This is an optimization exercise on Yosys and OpenROAD, whose aim is small area, not a production implementation. The RTL was checked by simulation tests, not by an equivalence proof against the original design. Power and IR drop assume default switching activity.

==> build 17: inputs <==
## opl3
module opl3 (
    input wire clk,
    input wire rst,
    input wire wr,
    input wire [8:0] addr,
    input wire [7:0] din,
    output logic signed [SAMPLE_WIDTH-1:0] channel_a,
    output logic signed [SAMPLE_WIDTH-1:0] channel_b,
    output logic signed [SAMPLE_WIDTH-1:0] channel_c,
    output logic signed [SAMPLE_WIDTH-1:0] channel_d
);
    logic [511:0][7:0] slv8_reg;
    function automatic [7:0] reg_mask(input integer a);
        integer bank;
        integer off;
        begin
            bank = a / 256;
            off = a % 256;
            reg_mask = 8'h00;
            if (bank == 0 && off == 'h08)
                reg_mask = 8'h40;
            if (bank == 0 && off == 'hBD)
                reg_mask = 8'hFF;
            if (bank == 1 && off == 'h04)
                reg_mask = 8'h3F;
            if (bank == 1 && off == 'h05)
                reg_mask = 8'h01;
            if ((off % 8) < 6 && (off & 'h1F) < 'h16) begin
                if (off >= 'h20 && off < 'h36)
                    reg_mask = 8'hFF;
                if (off >= 'h40 && off < 'h56)
                    reg_mask = 8'hFF;
                if (off >= 'h60 && off < 'h76)
                    reg_mask = 8'hFF;
                if (off >= 'h80 && off < 'h96)
                    reg_mask = 8'hFF;
                if (off >= 'hE0 && off < 'hF6)
                    reg_mask = 8'h07;
            end
            if (off >= 'hA0 && off < 'hA9)
                reg_mask = 8'hFF;
            if (off >= 'hB0 && off < 'hB9)
                reg_mask = 8'h3F;
  ...
clock: 30.0 ns
lec_check: 0
abc_area: 1
cap_margin: 20
core_margin: 2
core_utilization: 50
slew_margin: 20
standard.sh (not shown) runs the stock make flow with config.mk's settings and CLKGATE_MAP_FILE= SYNTH_SCRIPT=/design/flow/synth_recipe.tcl, a recipe that flattens the netlist after the stock synthesis.
==> flow/flow/run.sh <==
#!/bin/bash
# Layout flow: the standard synthesis, then the combinational logic is
# re-mapped with Yosys's default ABC script (which gives less cell area than
# the ORFS speed/area scripts); every flip-flop instance, its name and cell
# type, is kept as the standard synthesis made it. Then the standard
# layout from floorplan to finish, with clock tree synthesis told to add no
# dummy loads and with smaller clock buffers (clkbuf_8) driving clusters of at
# most 15 flip-flops within 60 um. Each tool's output goes to a log file of its own here.
set -euo pipefail
WORK=$(pwd)
R=$WORK/orfs/results/$FLOW_PLATFORM/opl3/base
LIB=$FLOW_HOME/platforms/$FLOW_PLATFORM/lib/sky130_fd_sc_hd__tt_025C_1v80.lib
YOSYS=$(command -v yosys || echo "$FLOW_HOME/../tools/install/yosys/bin/yosys")

bash standard.sh synth > synth.log 2>&1

DONT_USE=$(grep -o 'sky130_fd_sc_hd__lpflow\w*\|sky130_fd_sc_hd__probe\w*' \
  "$FLOW_HOME/platforms/$FLOW_PLATFORM/config.mk" | sort -u | sed 's/^/-dont_use /' | tr '\n' ' ')
mkdir -p reopt
cp "$R/1_2_yosys.v" reopt/standard_1_2_yosys.v
cat > reopt/reopt.ys <<EOT
read_liberty -ignore_miss_func $LIB
read_verilog $WORK/reopt/standard_1_2_yosys.v
hierarchy -top $FLOW_TOP
blackbox sky130_fd_sc_hd__*df* sky130_fd_sc_hd__*dl*
flatten
opt_clean
techmap
opt -fast
abc -liberty $LIB $DONT_USE
opt_clean -purge
splitnets
opt_clean -purge
hilomap -singleton -hicell sky130_fd_sc_hd__conb_1 HI -locell sky130_fd_sc_hd__conb_1 LO
opt_clean -purge
stat -liberty $LIB
write_verilog -noattr -nohex -nodec $WORK/reopt/1_2_yosys.v
EOT
"$YOSYS" -l reopt/reopt.log -q reopt/reopt.ys > reopt/yosys_stdout.log 2>&1
# the re-mapped netlist replaces the standard one; make then rebuilds
# 1_synth.odb from it and runs the rest of the flow
cp reopt/1_2_yosys.v "$R/1_2_yosys.v"
touch "$R/1_2_yosys.v"

bash standard.sh \
  CTS_ARGS="-sink_clustering_enable -repair_clock_nets -sink_clustering_size 15 -sink_clustering_max_diameter 60 -buf_list sky130_fd_sc_hd__clkbuf_8 -dont_use_dummy_load" \
  finish > layout.log 2>&1
==> trial 38 (differences from build 17) <==
--- a/flow/design.v
+++ b/flow/design.v
@@ -1638,25 +1638,25 @@
     always_ff @(posedge clk) begin
         p_val <= chan_val;
         p_en <= out_en | {4{all_out}};
         p_valid <= mix_take && !rst;
     end
     always_comb begin
-        p_a = p_en[0] ? p_val : '0;
-        p_b = p_en[1] ? p_val : '0;
-        p_c = p_en[2] ? p_val : '0;
-        p_d = p_en[3] ? p_val : '0;
+        p_a = p_valid && p_en[0] ? p_val : '0;
+        p_b = p_valid && p_en[1] ? p_val : '0;
+        p_c = p_valid && p_en[2] ? p_val : '0;
+        p_d = p_valid && p_en[3] ? p_val : '0;
     end
     always_ff @(posedge clk)
         if (sample_clk_en || rst) begin
             channel_a_acc_pre_clamp <= 0;
             channel_b_acc_pre_clamp <= 0;
             channel_c_acc_pre_clamp <= 0;
             channel_d_acc_pre_clamp <= 0;
         end
-        else if (p_valid) begin
+        else begin
             channel_a_acc_pre_clamp <= channel_a_acc_pre_clamp + p_a;
             channel_b_acc_pre_clamp <= channel_b_acc_pre_clamp + p_b;
             channel_c_acc_pre_clamp <= channel_c_acc_pre_clamp + p_c;
             channel_d_acc_pre_clamp <= channel_d_acc_pre_clamp + p_d;
         end
     always_ff @(posedge clk)
==> summary of the runs <==
Via count: build 17 is larger than trial 38 (0.89%).
Synthesized cell count: trial 38 is lower than build 17 (0.75%).
Sequential share of layout area is about the same in trial 38 and build 17.
Of build 17 and trial 38, build 17 has the higher worst hold slack (gap 0.023 ns).

---

==> inputs of build 43 <==
opl3, a different RTL version from the one above (not shown whole).
==> flow/design.v (excerpt) <==
module opl3 (
    input wire clk,
    input wire rst,
    input wire wr,
    input wire [8:0] addr,
    input wire [7:0] din,
    output logic signed [SAMPLE_WIDTH-1:0] channel_a,
    output logic signed [SAMPLE_WIDTH-1:0] channel_b,
    output logic signed [SAMPLE_WIDTH-1:0] channel_c,
    output logic signed [SAMPLE_WIDTH-1:0] channel_d
);
    logic [511:0][7:0] slv8_reg;
    function automatic [7:0] reg_mask(input integer a);
        integer bank;
        integer off;
        begin
            bank = a / 256;
            off = a % 256;
            reg_mask = 8'h00;
            if (bank == 0 && off == 'h08)
                reg_mask = 8'h40;
            if (bank == 0 && off == 'hBD)
                reg_mask = 8'hFF;
            if (bank == 1 && off == 'h04)
                reg_mask = 8'h3F;
            if (bank == 1 && off == 'h05)
                reg_mask = 8'h01;
            if ((off % 8) < 6 && (off & 'h1F) < 'h16) begin
  ...
Settings: LEC_CHECK=0, ABC_AREA=1, CAP_MARGIN=10, CORE_MARGIN=2, CORE_UTILIZATION=50, GPL_TIMING_DRIVEN=0, SLEW_MARGIN=10; clock period 30.0 ns.
==> flow/flow/run.sh <==
#!/bin/bash
# Layout flow: the standard synthesis, then the combinational logic is
# re-mapped with Yosys's default ABC script (which gives less cell area than
# the ORFS speed/area scripts); every flip-flop instance, its name and cell
# type, is kept as the standard synthesis made it. Then the standard
# layout from floorplan to finish, with clock tree synthesis told to add no
# dummy loads and with smaller clock buffers (clkbuf_8) driving clusters of at
# most 15 flip-flops. Each tool's output goes to a log file of its own here.
set -euo pipefail
WORK=$(pwd)
R=$WORK/orfs/results/$FLOW_PLATFORM/opl3/base
LIB=$FLOW_HOME/platforms/$FLOW_PLATFORM/lib/sky130_fd_sc_hd__tt_025C_1v80.lib
YOSYS=$(command -v yosys || echo "$FLOW_HOME/../tools/install/yosys/bin/yosys")

bash standard.sh synth > synth.log 2>&1

DONT_USE=$(grep -o 'sky130_fd_sc_hd__lpflow\w*\|sky130_fd_sc_hd__probe\w*' \
  "$FLOW_HOME/platforms/$FLOW_PLATFORM/config.mk" | sort -u | sed 's/^/-dont_use /' | tr '\n' ' ')
mkdir -p reopt
cp "$R/1_2_yosys.v" reopt/standard_1_2_yosys.v
cat > reopt/reopt.ys <<EOT
read_liberty -ignore_miss_func $LIB
read_verilog $WORK/reopt/standard_1_2_yosys.v
hierarchy -top $FLOW_TOP
blackbox sky130_fd_sc_hd__*df* sky130_fd_sc_hd__*dl*
flatten
opt_clean
techmap
opt -fast
abc -liberty $LIB $DONT_USE
opt_clean -purge
splitnets
opt_clean -purge
hilomap -singleton -hicell sky130_fd_sc_hd__conb_1 HI -locell sky130_fd_sc_hd__conb_1 LO
opt_clean -purge
stat -liberty $LIB
write_verilog -noattr -nohex -nodec $WORK/reopt/1_2_yosys.v
EOT
"$YOSYS" -l reopt/reopt.log -q reopt/reopt.ys > reopt/yosys_stdout.log 2>&1
# the re-mapped netlist replaces the standard one; make then rebuilds
# 1_synth.odb from it and runs the rest of the flow
cp reopt/1_2_yosys.v "$R/1_2_yosys.v"
touch "$R/1_2_yosys.v"

bash standard.sh \
  CTS_ARGS="-sink_clustering_enable -repair_clock_nets -sink_clustering_size 15 -sink_clustering_max_diameter 100 -buf_list sky130_fd_sc_hd__clkbuf_8 -dont_use_dummy_load" \
  finish > layout.log 2>&1
==> trial 86 (differences from build 43) <==
- CAP_MARGIN: 10 -> 20
- GPL_TIMING_DRIVEN: 0 -> not set
- SLEW_MARGIN: 10 -> 20
==> comparison table <==
quantity	trial 86	build 43
Initial DRC count	9,917	9,562
Worst path slowest cell	dfxtp_1	or2_0
Metal2 WL	216,000 um	203,000 um
Clock network fraction of total power	0.251	0.250
Buffering overhead	0.0147	0.0248
GR Layer Usage met1	0.304	0.298
Result of the run	no timing/DRC/antenna violations	no timing/DRC/antenna violations
Wire length of the first global-routing pass	661,000 um	640,000 um
All-Layer GR Usage	0.228	0.219
Combinational fraction of design power	0.118	0.121
Slew at the pin closest to its max-slew limit	1150 ps	1290 ps
Destination of the worst hold path	channels.control_operators.r_phase[88]$_DFF_P_	channels.control_operators.r_env[300]$_DFF_P_
Power dissipated in sequential cells	9.53 mW	9.51 mW
Worst flop-to-flop path startpoint	channels.control_operators.state[0]$_SDFF_PP0_	channels.control_operators.state[4]$_SDFF_PP0_
Register-to-register setup slack	17,080 ps	15,500 ps
Relative slew margins	0.224	0.137

[separate check: timing with driven ports]
In the flow no input, the clock included, has a driving cell. The finished layouts below were timed again as built, in two steps. Step 1: set_driving_cell puts a clkbuf_16 on clk and a buf_2 on each other input, an assumption about the parent block. Step 2 times the ports against the registers' clock, not the clock port: input delays grow and output delays shrink by t, the midpoint of the rising clock arrivals with the driver on. a / b / c = no drivers / after step 1 / after step 2; a / b = the first two.
| run | t, ns | slack for setup (ns) | hold WS [ns] | clock arrival spread, ns | cell pins on the clock port's net |
|---|---|---|---|---|---|
| build 17 | 1.323 | 20.483 / 20.483 / 20.222 | 0.244 / 0.244 / 0.244 | 0.191 / 0.191 | 1 |
| trial 38 | 1.236 | 20.414 / 20.414 / 20.220 | 0.221 / 0.221 / 0.221 | 0.171 / 0.171 | 1 |
| build 43 | 1.202 | 15.499 / 15.499 / 15.499 | 0.262 / 0.262 / 0.262 | 0.166 / 0.166 | 1 |
| trial 86 | 1.240 | 17.079 / 17.079 / 17.079 | 0.278 / 0.278 / 0.278 | 0.169 / 0.169 | 1 |
After both steps setup and hold are still met in every run listed. For build 17, which loses most, drivers alone change the setup slack by 0.000 ns; drivers and shift together by -0.261 ns.
